What follows belongs to an exercise in optimizing a design on an open flow for small area; a production flow would make more cautious choices. The RTL was checked by simulation tests, not by an equivalence proof against the original design. Power is estimated from default activity; no workload was simulated.

Design cpu_top, start of the top module:
module cpu_top (DIN, Resetn, Clock, Run, Done, BusWires, debug_reg0, debug_reg1,
debug_reg2, debug_reg3, debug_reg4, debug_reg5, debug_reg6, debug_reg7);
	input wire [8:0] DIN;
	input wire Resetn, Clock, Run;
	output wire Done;
	output wire [8:0] BusWires;
	output wire [8:0] debug_reg0, debug_reg1;
	output wire [8:0] debug_reg2, debug_reg3, debug_reg4, debug_reg5, debug_reg6, debug_reg7;
	reg busy;             
	reg [3:0] t;          
	reg pa;               
	reg pb;               
	wire [8:0] ir;        
	reg cy;               
	reg [3:0] d;          
	wire ib = d[0];       
	wire io = d[1];       
	reg [8:1] T;          
	wire [2:0] op = ir[8:6];
	wire [2:0] X = ir[5:3];
	wire [2:0] Y = ir[2:0];
	wire last = t[3];
	wire fin = ~pa & ~pb;
	wire shiftc = op[2];
	wire aluc = ~op[2] & op[1];
	wire passP = shiftc & pa;
	wire passS = pb;
	wire [8:0] R0, R1, R2, R3, R4, R5, R6, R7;
	wire [7:0] selX;
	reg res;
	wire xb, yb;
	andor8 muxX (selX, {R7[0], R6[0], R5[0], R4[0], R3[0], R2[0], R1[0], R0[0]}, xb);
	mux8 muxY (Y, {R7[0], R6[0], R5[0], R4[0], R3[0], R2[0], R1[0], R0[0]}, yb);
	assign selX = 8'b1 << X;
	wire sh = busy;
	wire hold = ~busy & Resetn;    
	regn reg_0 (Clock, sh, hold, selX[0], res, R0);
	regn reg_1 (Clock, sh, hold, selX[1], res, R1);
  ...
==> flow/config.mk <==
export PLATFORM = sky130hd
export DESIGN_NAME = cpu_top
export DESIGN_NICKNAME = cpu_top
export VERILOG_FILES = /design/flow/design.v
export SDC_FILE = /design/flow/constraint.sdc
export NUM_CORES = 4
export LEC_CHECK = 0
export CAP_MARGIN = 20
export CORE_MARGIN = 2
export CORE_UTILIZATION = 40
export SLEW_MARGIN = 20
export SYNTH_HIERARCHICAL = 1
export SYNTH_MINIMUM_KEEP_SIZE = 0
==> flow/constraint.sdc <==
create_clock -name core_clock -period 12.0 [get_ports {Clock}]
set_input_delay 2.4000 -clock core_clock [delete_from_list [all_inputs] [get_ports {Clock}]]
set_output_delay 2.4000 -clock core_clock [all_outputs]
set_load 0.01 [all_outputs]
standard.sh (not shown) runs the stock make flow with config.mk's settings and CLKGATE_MAP_FILE= SYNTH_SCRIPT=/design/flow/synth_recipe.tcl, a recipe that flattens the netlist after the stock synthesis.
==> flow/flow/run.sh <==
#!/bin/bash
# Standard ORFS layout (the standard.sh, unchanged synthesis), with two
# layout choices: ports are buffered with buf_1 instead of the default
# buffer, and CTS builds its tree without sink clustering and without dummy
# loads.
set -euo pipefail
bash standard.sh \
  "BUFFER_PORTS_ARGS=-buffer_cell sky130_fd_sc_hd__buf_1" \
  "CTS_ARGS=-repair_clock_nets -dont_use_dummy_load" \
  finish > standard_make.log 2>&1
Rerun with:
==> flow/flow/run.sh (replaced) <==
#!/bin/bash
# Layout flow: the standard.sh (the standard ORFS flow) with these changes.
#  - Ports are buffered with buf_1 instead of the default buffer.
#  - CTS builds its tree without sink clustering and without dummy loads.
# Each make run's full output goes to its own log in this folder; ORFS keeps
# each tool's log under orfs/logs.
set -euo pipefail
W=$PWD
rm -rf "$W/scripts_abc"
cp -r "$FLOW_HOME/scripts" "$W/scripts_abc"
cp "$W/flow/abc_map.script" "$W/scripts_abc/abc_speed.script"
bash standard.sh "SCRIPTS_DIR=$W/scripts_abc" synth > synth_make.log 2>&1
bash standard.sh \
  "BUFFER_PORTS_ARGS=-buffer_cell sky130_fd_sc_hd__buf_1" \
  "CTS_ARGS=-repair_clock_nets -dont_use_dummy_load" \
  finish > layout_make.log 2>&1
==> flow/flow/abc_map.script (new file) <==
&get -n
&st
&dch
&nf -R 1000 -p -E 100
&put
topo
dnsize -c
--- a/flow/config.mk
+++ b/flow/config.mk
@@ -12,2 +11,0 @@
-export SYNTH_HIERARCHICAL = 1
-export SYNTH_MINIMUM_KEEP_SIZE = 0
Setup slack is worse by 550 ps.
Global-route usage is higher by 0.33 points.
Synthesized cell count is lower by 8.3%.


== run A ==
cpu_top, a different RTL version from the one above (not shown whole).
Size: roughly 330 cells after synthesis, about 100 flip-flops, ~94 I/O pins.
==> flow/config.mk <==
export PLATFORM = sky130hd
export DESIGN_NAME = cpu_top
export DESIGN_NICKNAME = cpu_top
export VERILOG_FILES = /design/flow/design.v
export SDC_FILE = /design/flow/constraint.sdc
export NUM_CORES = 4
export LEC_CHECK = 0
export CAP_MARGIN = 20
export CORE_MARGIN = 2
export CORE_UTILIZATION = 40
export SLEW_MARGIN = 20
export SYNTH_HIERARCHICAL = 1
export SYNTH_MINIMUM_KEEP_SIZE = 0
==> flow/constraint.sdc <==
create_clock -name core_clock -period 12.0 [get_ports {Clock}]
set_input_delay 2.4000 -clock core_clock [delete_from_list [all_inputs] [get_ports {Clock}]]
set_output_delay 2.4000 -clock core_clock [all_outputs]
set_load 0.01 [all_outputs]
==> flow/flow/run.sh <==
#!/bin/bash
# Standard ORFS layout (the standard.sh, unchanged synthesis), with two
# layout choices: ports are buffered with buf_1 instead of the default
# buffer, and CTS inserts no dummy loads.
set -euo pipefail
bash standard.sh \
  "BUFFER_PORTS_ARGS=-buffer_cell sky130_fd_sc_hd__buf_1" \
  "CTS_ARGS=-sink_clustering_enable -sink_clustering_size 30 -sink_clustering_max_diameter 1000 -sink_clustering_levels 1 -repair_clock_nets -dont_use_dummy_load -buf_list sky130_fd_sc_hd__clkbuf_8" \
  finish > standard_make.log 2>&1
[inputs] run B vs run A
Settings: SLEW_MARGIN: 20 -> 0; CAP_MARGIN: 20 -> 0.
--- a/flow/flow/run.sh
+++ b/flow/flow/run.sh
@@ -7,3 +7,3 @@
   "BUFFER_PORTS_ARGS=-buffer_cell sky130_fd_sc_hd__buf_1" \
-  "CTS_ARGS=-sink_clustering_enable -sink_clustering_size 30 -sink_clustering_max_diameter 1000 -sink_clustering_levels 1 -repair_clock_nets -dont_use_dummy_load -buf_list sky130_fd_sc_hd__clkbuf_8" \
+  "CTS_ARGS=-repair_clock_nets -dont_use_dummy_load" \
   finish > standard_make.log 2>&1
Findings:
- Run B completed end to end with timing, DRC and antenna clean.
- On clock period minus final worst setup slack, run B tracks run A almost exactly.
- Diff run A..run B | critical path depth | unchanged
- The worst reg2reg path depth of run B and that of run A are within noise of each other.
Edits applied to the flow inputs when going from run B to run C:
Settings: CAP_MARGIN changed from 0 to 20; SLEW_MARGIN changed from 0 to 20.
--- a/flow/flow/run.sh
+++ b/flow/flow/run.sh
@@ -7,3 +7,3 @@
   "BUFFER_PORTS_ARGS=-buffer_cell sky130_fd_sc_hd__buf_1" \
-  "CTS_ARGS=-repair_clock_nets -dont_use_dummy_load" \
+  "CTS_ARGS=-sink_clustering_enable -repair_clock_nets -dont_use_dummy_load -buf_list sky130_fd_sc_hd__clkbuf_16 -sink_clustering_size 30 -sink_clustering_max_diameter 200" \
   finish > standard_make.log 2>&1
### Flow results
- Run B → run C: met3 wirelength from detailed routing higher, global-route track usage on met3 higher, reported clock group power higher.
- Per the comparison of run C with run B, time the worst path needs with I/O delays and setup now sits at about the same level; proportion of power drawn by the clock network now sits higher; largest voltage drop on the vdd net now sits higher.
- Diff run B -> run C: wire length of the first global-routing pass now sits at about the same level; area overhead of the layout relative to synthesis went up; worst setup slack saw little to no change; vias after detailed routing went down; source-to-sink clock delay at the later pin of the worst-skew pair decreased 0.03 ns.
What run D does differently from run C at the input level:
--- a/flow/flow/run.sh
+++ b/flow/flow/run.sh
@@ -7,3 +7,3 @@
   "BUFFER_PORTS_ARGS=-buffer_cell sky130_fd_sc_hd__buf_1" \
-  "CTS_ARGS=-sink_clustering_enable -repair_clock_nets -dont_use_dummy_load -buf_list sky130_fd_sc_hd__clkbuf_16 -sink_clustering_size 30 -sink_clustering_max_diameter 200" \
+  "CTS_ARGS=-repair_clock_nets -dont_use_dummy_load" \
   finish > standard_make.log 2>&1
## What came out
Run D finished end to end and its layout was clean on timing, DRC and antenna. Met3 global-route usage in run D vs run C: down 0.21 points. There was hardly any difference in total wire length after detailed routing between run C and run D. Across both runs, part of the total power dissipated in the clock network was lower for run D than for run C. Diff run D and run C: fraction of power spent switching nets lower in run C. The share of power burned in combinational logic of run D is higher than that of run C. Of run D and run C, the lower met3 wirelength from detailed routing belongs to run D.

## separate check: timing with driven ports
How much do the figures lean on ideal ports? The routed layouts below were timed once more, with nothing changed but the port constraints.
Step 1, drivers: a clkbuf_16 drives Clock and a buf_2 each remaining input, both assumed.
Step 2 adds t to the input delays and takes it off the output delays; t is the mean of the earliest and latest rising clock arrival at the registers after step 1. Input paths then give back, and output paths get back, about the clock's delay inside the block.
Slacks: ideal ports / drivers / drivers and shift; pairs: ideal ports / drivers.
| run | t (ns) | setup WS [ns] | worst register clock-pin slew, ns |
|---|---|---|---|
| the first run of note 1 | 0.367 | 5.536 / 5.512 / 5.512 | 0.11 / 0.11 |
| the second run of note 1 | 0.369 | 4.983 / 4.963 / 4.963 | 0.09 / 0.09 |
| run A | 0.385 | 5.608 / 5.580 / 5.580 | 0.11 / 0.11 |
| run B | 0.385 | 5.608 / 5.580 / 5.580 | 0.11 / 0.11 |
| run C | 0.368 | 5.609 / 5.581 / 5.581 | 0.08 / 0.08 |
| run D | 0.385 | 5.608 / 5.580 / 5.580 | 0.11 / 0.11 |
After both steps setup and hold are still met in every run listed.
